What follows belongs to an exercise in optimizing a design on an open flow for small area; a production flow would make more cautious choices. For this run, only the layout was checked, not whether the RTL still works. Power is estimated from default activity; no workload was simulated.

$ cat flow/design.v
`timescale 1ns / 1ps
module projectCPU2022(
  clk,
  rst,
  wrEn,
  data_fromRAM,
  addr_toRAM,
  data_toRAM,
  PC,
  W
);
input clk, rst;
input wire [15:0] data_fromRAM;
output wire [15:0] data_toRAM;
output wire wrEn;
output wire [12:0] addr_toRAM;
output reg [12:0] PC;
output reg [15:0] W;
reg [1:0] state;
reg [2:0] opcode;
reg [12:0] operandA;  
wire isRI = ~state[1] & ~state[0];
wire isDE = ~state[1] & state[0];
wire isD  = state[1] ^ state[0];      
wire isEX = state[1] & state[0];
wire [15:0] s = data_fromRAM;
wire aZero = ~|s[12:0];
wire sZero = aZero & ~|s[15:13];
wire opADD  = opcode == 3'd0;
wire opNOR  = opcode == 3'd1;
wire opSRL  = opcode == 3'd2;
wire opRRL  = opcode == 3'd3;
wire opCMP  = opcode == 3'd4;
wire opBZ   = opcode == 3'd5;
wire opCP2W = opcode == 3'd6;
wire opCPfW = opcode == 3'd7;
wire store = isEX & opCPfW;
wire run = ~rst & isEX;
genvar i;
wire sub = isEX & opCMP;
wire addE = isEX & opADD;
wire [15:0] b;
generate
  for (i = 0; i < 16; i = i + 1) begin : g_b
    assign b[i] = s[i] ? addE : sub;
  end
endgenerate
wire [16:0] c;
wire [15:0] sum;
assign c[0] = sub;
generate
  for (i = 0; i < 16; i = i + 1) begin : g_add
    assign sum[i] = W[i] ^ b[i] ^ c[i];
    assign c[i+1] = (W[i] & b[i]) | (W[i] & c[i]) | (b[i] & c[i]);
  end
endgenerate
wire lt = ~c[16];
wire ne = |sum;
wire big = |s[15:4];
wire [3:0] k = s[3:0];
wire shOp = run & (opSRL | opRRL);
wire [3:0] r;
assign r[0] = shOp & k[0];
assign r[1] = shOp & (k[1] ^ (big & k[0]));
assign r[2] = shOp & (k[2] ^ (big & (k[1] | k[0])));
assign r[3] = shOp & (k[3] ^ (big & (k[2] | k[1] | k[0])));
wire selSum = ~rst & ~(isEX & (opNOR | opCMP | opCP2W));
wire srl = run & opSRL;
wire enLo = selSum & ~(srl & big & (|k));
wire enHi = selSum & ~(srl & ~big);
wire [31:0] x = {sum & {16{enHi}}, sum & {16{enLo}}};
wire [22:0] f8 = r[3] ? x[30:8] : x[22:0];
wire [18:0] f4 = r[2] ? f8[22:4] : f8[18:0];
wire [16:0] f2 = r[1] ? f4[18:2] : f4[16:0];
wire [15:0] f1 = r[0] ? f2[16:1] : f2[15:0];
wire selNor = run & opNOR;
wire selCmp = run & opCMP;
wire selS   = run & opCP2W;
wire [15:0] wNext = f1 | ({16{selS}} & s) | ({16{selNor}} & ~(W | s)) |
                    {{15{selCmp & lt}}, selCmp & ne};
wire brT = isEX & opBZ & sZero;
wire selPC = ~rst & ~brT;
wire selPW = ~rst & brT;
wire [12:0] pcSrc = ({13{selPC}} & PC) | ({13{selPW}} & W[12:0]);
wire [13:0] pcc;
wire [12:0] pcNext;
assign pcc[0] = run & ~brT;
generate
  for (i = 0; i < 13; i = i + 1) begin : g_inc
    assign pcNext[i] = pcSrc[i] ^ pcc[i];
    assign pcc[i+1] = pcSrc[i] & pcc[i];
  end
endgenerate
wire [12:0] busA = {s[12:3], s[2] | (isDE & aZero), s[1:0]};
assign addr_toRAM = {13{~rst}} & (({13{isRI}} & PC) | ({13{isD}} & busA) |
                                  ({13{store}} & operandA));
assign data_toRAM = {16{~rst & store}} & W;
assign wrEn = ~rst & store;
always @(posedge clk) begin
  operandA <= addr_toRAM;
  if (!state[1]) opcode <= data_fromRAM[15:13];
  state <= rst ? 2'b00 : {state[1] ^ state[0], ~state[0] | (isDE & ~aZero)};
  PC <= pcNext;
  W <= wNext;
end
endmodule
$ cat flow/flow/run.sh
#!/bin/bash
# Own layout flow: the standard ORFS flow (standard.sh) with these changes:
#  - synthesis maps the logic with ABC scripts made from flow/area.abc.in
#    (deepsyn with four seeds, then amap) instead of ORFS's; the four
#    syntheses run side by side and the one with the least cell area is kept;
#    everything else in the synthesis, registers included, is unchanged
#  - the port buffers that global placement inserts are sky130_fd_sc_hd__buf_1
#  - clock tree synthesis uses no dummy loads
#  - global placement is not timing-driven
# Each tool's output goes to a log file of its own in the work folder.
set -euo pipefail
WORK=$(pwd)
FLOW_DIR=$WORK/flow
SEEDS="0 1 2 3"

for S in $SEEDS; do
  sed "s/@SEED@/$S/" "$FLOW_DIR/area.abc.in" > "$WORK/area_$S.abc"
  sed "s|^source \$::env(SCRIPTS_DIR)/synth_preamble.tcl|source \$::env(SCRIPTS_DIR)/synth_preamble.tcl\nset abc_args [lreplace \$abc_args 1 1 $WORK/area_$S.abc]|" \
    "$FLOW_HOME/scripts/synth.tcl" > "$WORK/synth_area_$S.tcl"
  grep -q "area_$S.abc" "$WORK/synth_area_$S.tcl"
  sed "s|source \$::env(SCRIPTS_DIR)/synth.tcl|source $WORK/synth_area_$S.tcl|" synth_recipe.tcl > "$WORK/synth_recipe_$S.tcl"
  grep -q "synth_area_$S.tcl" "$WORK/synth_recipe_$S.tcl"
  sed -e "s|WORK_HOME=[^ ]*|WORK_HOME=$WORK/try_$S|" -e "s|SYNTH_SCRIPT=[^ ]*|SYNTH_SCRIPT=$WORK/synth_recipe_$S.tcl|" \
    -e "/^if \[\[ -f/,/^fi/d" standard.sh > "$WORK/standard_$S.sh"
  grep -q "try_$S" "$WORK/standard_$S.sh"
done

for S in $SEEDS; do
  bash "$WORK/standard_$S.sh" synth > "$WORK/log_synth_$S.txt" 2>&1 &
done
wait

best=""; bestArea=""
for S in $SEEDS; do
  a=$(grep "Chip area" "$WORK/try_$S/reports/$FLOW_PLATFORM/projectCPU2022/base/synth_stat.txt" | awk '{print $NF}')
  echo "seed $S: synthesis area $a" | tee -a "$WORK/log_choice.txt"
  if [[ -z "$best" ]] || awk -v a="$a" -v b="$bestArea" 'BEGIN{exit !(a<b)}'; then best=$S; bestArea=$a; fi
done
echo "kept seed $best ($bestArea)" | tee -a "$WORK/log_choice.txt"
rm -rf "$WORK/orfs"
cp -a "$WORK/try_$best" "$WORK/orfs"

export BUFFER_PORTS_ARGS="-buffer_cell sky130_fd_sc_hd__buf_1"
export CTS_ARGS="-sink_clustering_enable -repair_clock_nets -dont_use_dummy_load"
export GPL_TIMING_DRIVEN=0
bash standard.sh > "$WORK/log_layout.txt" 2>&1
test -f out/final.def
$ cat flow/flow/area.abc.in
strash
&get -n
&deepsyn -T 150 -S @SEED@
&put
dch -f
amap -m -F 4 -A 10
topo
$ cat flow/standard.sh
#!/bin/bash
# synth_recipe.tcl (not shown) runs the flow's synth.tcl, then flattens the netlist and writes it again
# the make line also repeats each setting of config.mk as NAME=value (left out here)
make -C /OpenROAD-flow-scripts/flow DESIGN_CONFIG=/design/flow/config.mk WORK_HOME=/design/flow/orfs CLKGATE_MAP_FILE= SYNTH_SCRIPT=/design/flow/synth_recipe.tcl "${@:-finish}"
$ cat flow/config.mk
export PLATFORM = sky130hd
export DESIGN_NAME = projectCPU2022
export DESIGN_NICKNAME = projectCPU2022
export VERILOG_FILES = /design/flow/design.v
export SDC_FILE = /design/flow/constraint.sdc
export NUM_CORES = 4
export LEC_CHECK = 0
export CAP_MARGIN = 0
export CORE_MARGIN = 2
export CORE_UTILIZATION = 65
export SLEW_MARGIN = 0
$ cat flow/constraint.sdc
create_clock -name core_clock -period 10.0 [get_ports {clk}]
set_input_delay 2.0000 -clock core_clock [delete_from_list [all_inputs] [get_ports {clk}]]
set_output_delay 2.0000 -clock core_clock [all_outputs]
set_load 0.01 [all_outputs]
==> flow_metrics.py <==
metrics = {
    "cts": {
        "clkLatencyLatePin_ps": 310,
        "cts_tree": "done",
        "h-tree-depth": 2,
        "clock_path_buffers": 2,
        "cts_buffers": 5,
        "clk_pin_slew_worst_paths_ps": 80,
        "clock-sinks": 47,
        "cts_root_buffer": "clkbuf_8",
    },
    "synth": {
        "synth_nets": 417,
        "async_flop_share_pct": 0,
        "synth_flop_cell": "dfxtp_1",
        "synth_edf_count": 3,
        "syn_inst": 368,
        "synth_top_area_share_pct": 28.34,
        "ys_top_cells_by_area": "dfxtp_1 28%, fa_1 10%, o22ai_1 8.5%",
        "synth-seq-cells": 47,
        "syn_area_um2": 3108,
        "ys_types": 26,
        "ys_warn_count": 1,
        "syn_avg_cell_area_um2": 8.446,
        "yosys.area.top_type": "dfxtp_1",
        "ys_seq_area_share_pct": 31.24,
    },
    "global_route": {
        "first_global_vias": 3369,
        "antenna_found_initial": 0,
        "grt_max_degree": 26,
        "grt_first_pass_wirelength_mm": 16.35,
        "grtUsageTotal_pct": 40.15,
        "gr-total-overflow": 0,
    },
    "timing": {
        "final-hold-violation-count": 0,
        "maxSlewViolCount": 0,
        "maxSlewHeadroom_pct": 13.71,
        "post-route-period-util_pct": 97.32,
        "worstMarginPinSlew_ps": 1290,
        "max_freq_mhz": 102.8,
        "fin_tns_setup_ps": 0,
        "grt_setup_unrepaired": "false",
        "layout_min_cycle_time_ps": 9732,
        "skew_ps": 8.237,
        "holdWs_ps": 464.0,
        "final-setup-viol-count": 0,
    },
    "layout": {
        "final_common_cell": "buf_1",
        "n_fill_cell": 316,
        "nets": 504,
        "utilization_pct": 77.37,
        "antenna_cells": 0,
        "drive_gt1_share_pct": 5.298,
        "final_cell_mix": "75 x buf_1, 68 x clkinv_1, 44 x dfxtp_1, 44 x nor2_1, 42 x o22ai_1",
        "area_growth_pct": 16.02,
        "final_cells": 507,
        "finalInstanceArea_um2": 3606,
    },
    "detailed_routing": {
        "wl_per_cell_um": 21.02,
        "final_antenna_net_count": 0,
        "drcViolationCount": 0,
        "drt_iter0_markers": 685,
        "via_per_inst": 7.270,
        "routed_wl_mm": 10.66,
        "firstDrtPassIters": 6,
        "dr_total_vias": 3686,
    },
    "placed_design": {
        "dp_hpwl_mm": 7.731,
        "numPlacedInstances": 500,
        "routabilityCongestion": 0.9338,
        "port_buffers": 76,
        "place_area_um2": 3487,
    },
    "setup_path": {
        "rrSetupSlack_ps": 910,
        "rr_worst_depth": 28,
        "r2r-start": "state[0]",
        "crit_fanout": 7,
        "end_kind": "register",
        "cp.required_ps": 10180,
        "start_kind": "primary input",
        "critPathArrivalTime_ps": 9910,
        "critPathKind": "in2reg",
        "worstReg2RegEnd": "W[0]",
    },
    "status": {
        "status": "finished clean",
    },
    "pwr": {
        "clkPwrFrac_pct": 26.5,
        "combPwrFrac_pct": 22.5,
        "power_switching_share_pct": 32.75,
        "power.internal_mw": 0.2793,
        "pwr-share-seq_pct": 51.0,
        "power_density_nw_per_um2": 115.2,
        "switching_power_mw": 0.1361,
        "ir_drop_uv": 92.88,
        "leakage_nw": 1.230,
    },
    "die": {
        "core_um2": 4661,
        "std_cell_rows": 25,
        "ios": 77,
        "dieArea_um2": 5351,
        "die_w_um": 73.15,
        "start_util_pct": 66.68,
        "fp.dieH_um": 73.15,
    },
    "hold_path": {
        "hold_depth": 2,
        "holdPathEnd": "operandA[2]",
        "min_from": "operandA[2]",
        "hp-class": "reg2reg",
    },
    "run": {
        "cap_violations": 0,
    },
}
cell type report:
class                           instances  area [um2]  share of cell area, %
Tap cell                               54       67.56                  1.874
Multi-Input combinational cell        253        1927                  53.44
Timing Repair Buffer                   80       316.6                  8.779
Inverter                               68       255.2                  7.078
Sequential cell                        47       970.9                  26.93
Clock buffer                            5       68.82                  1.908
power groups by stage:
stage          Sequential (mW)  Clock, mW  Combinational [mW]
2_1_floorplan            0.216          0              0.0536
3_3_place_gp             0.215          0              0.0839
3_5_place_dp             0.216          0              0.0858
4_1_cts                  0.211      0.108              0.0890
5_1_grt                  0.213      0.115               0.100
6_report                 0.212      0.110              0.0933
sequential cells by signal (all words and copies together), names as in the netlist:
| register | count |
|---|---|
| PC | 13 |
| operandA | 13 |
| W | 16 |
| opcode | 3 |
| state | 2 |
synth_stat cells (6+ instances only):
library cell and number:
a311oi_1 15, o21ai_0 18, dfxtp_1 44, nor3_1 6, ha_1 15, fa_1 16, clkinv_1 68, nand3_1 13
o221ai_1 14, a222oi_1 13, a21oi_1 10, nand2_1 7, o22ai_1 42, nor2_1 44, a32oi_1 11
worst max path at each step:
stage	start	endpoint	slack [ps]	cells past startpoint
after floorplan	data_fromRAM[0]	W[0]	230	27
after global placement	data_fromRAM[0]	W[15]	-830	27
after detailed placement	data_fromRAM[0]	W[0]	-690	27
after CTS	data_fromRAM[0]	W[0]	30	28
after global routing	data_fromRAM[0]	W[0]	50	28
final	data_fromRAM[0]	W[0]	270	28
routing by layer:
layer	up-vias	global-route usage (%)	routed length, um
met5	-	0	0
met4	0	15.84	369
met3	44	7.597	1239
met2	326	62.26	5010
met1	1705	55.32	4038
li1	1611	-	-
critical path, cell delays in order:
cell,delay [ps]
buf_2,160
clkinv_1,100
o22ai_1,130
fa_2,430
fa_2,380
fa_2,370
fa_2,380
fa_2,370
fa_1,420
clkinv_1,80
fa_1,180
clkinv_1,90
fa_2,380
fa_2,390
fa_2,380
fa_2,380
fa_2,380
fa_2,430
fa_1,400
clkinv_1,70
fa_1,170
clkinv_1,80
fa_1,490
or4_1,550
nor4_2,250
o32ai_1,110
a31oi_1,210
o211ai_1,120
logic make-up (layout without fill, tap and decap cells):
| group | after synthesis | in the layout | synth area share, % |
|---|---|---|---|
| buf+inv | 68 | 153 | 8.212 |
| fa+ha+maj | 31 | 31 | 16.34 |
| compound gates | 135 | 135 | 31.40 |
| flops | 47 | 47 | 31.24 |
| simple gates | 87 | 87 | 12.80 |
stage by stage:
stage | setup slack [ps] | power, mW
final | 268.0 | 0.4154
after detailed placement | -688.8 | 0.3014
after floorplan | 226.4 | 0.2695
after global routing | 53.73 | 0.4288
after global placement | -831.4 | 0.2989
after CTS | 28.37 | 0.4086
repair_timing:
action                                  4_1_cts  5_1_grt
hold buffers                                  0        0
pin swaps                                     1        4
resized for setup                             7        6
buffers inserted                              1        1
endpoints found under the setup margin       11       14

==> separate check: timing with driven ports <==
The flow's constraints put no driver on any port. The routed layout listed below was extracted and timed again, unchanged, in two steps. Step 1 assumes that a clkbuf_16 drives the clock port and a buf_2 every other input. Step 2 moves the port delays by t, midway between the first and last clock arrival at a register: inputs arrive t later, outputs are due t later. That takes back most of the time a late clock gives input paths. a / b / c = no drivers / after step 1 / after step 2; a / b = the first two.
t, ns: 0.335
setup slack, ns: 0.268 / 0.272 / -0.062
clock arrival spread, ns: 0.009 / 0.009
cell pins on the clock port's net: 1
Met with ideal ports but missed after step 2: setup timing in this run. For this run, drivers alone change the setup slack by +0.004 ns; drivers and shift together by -0.330 ns.
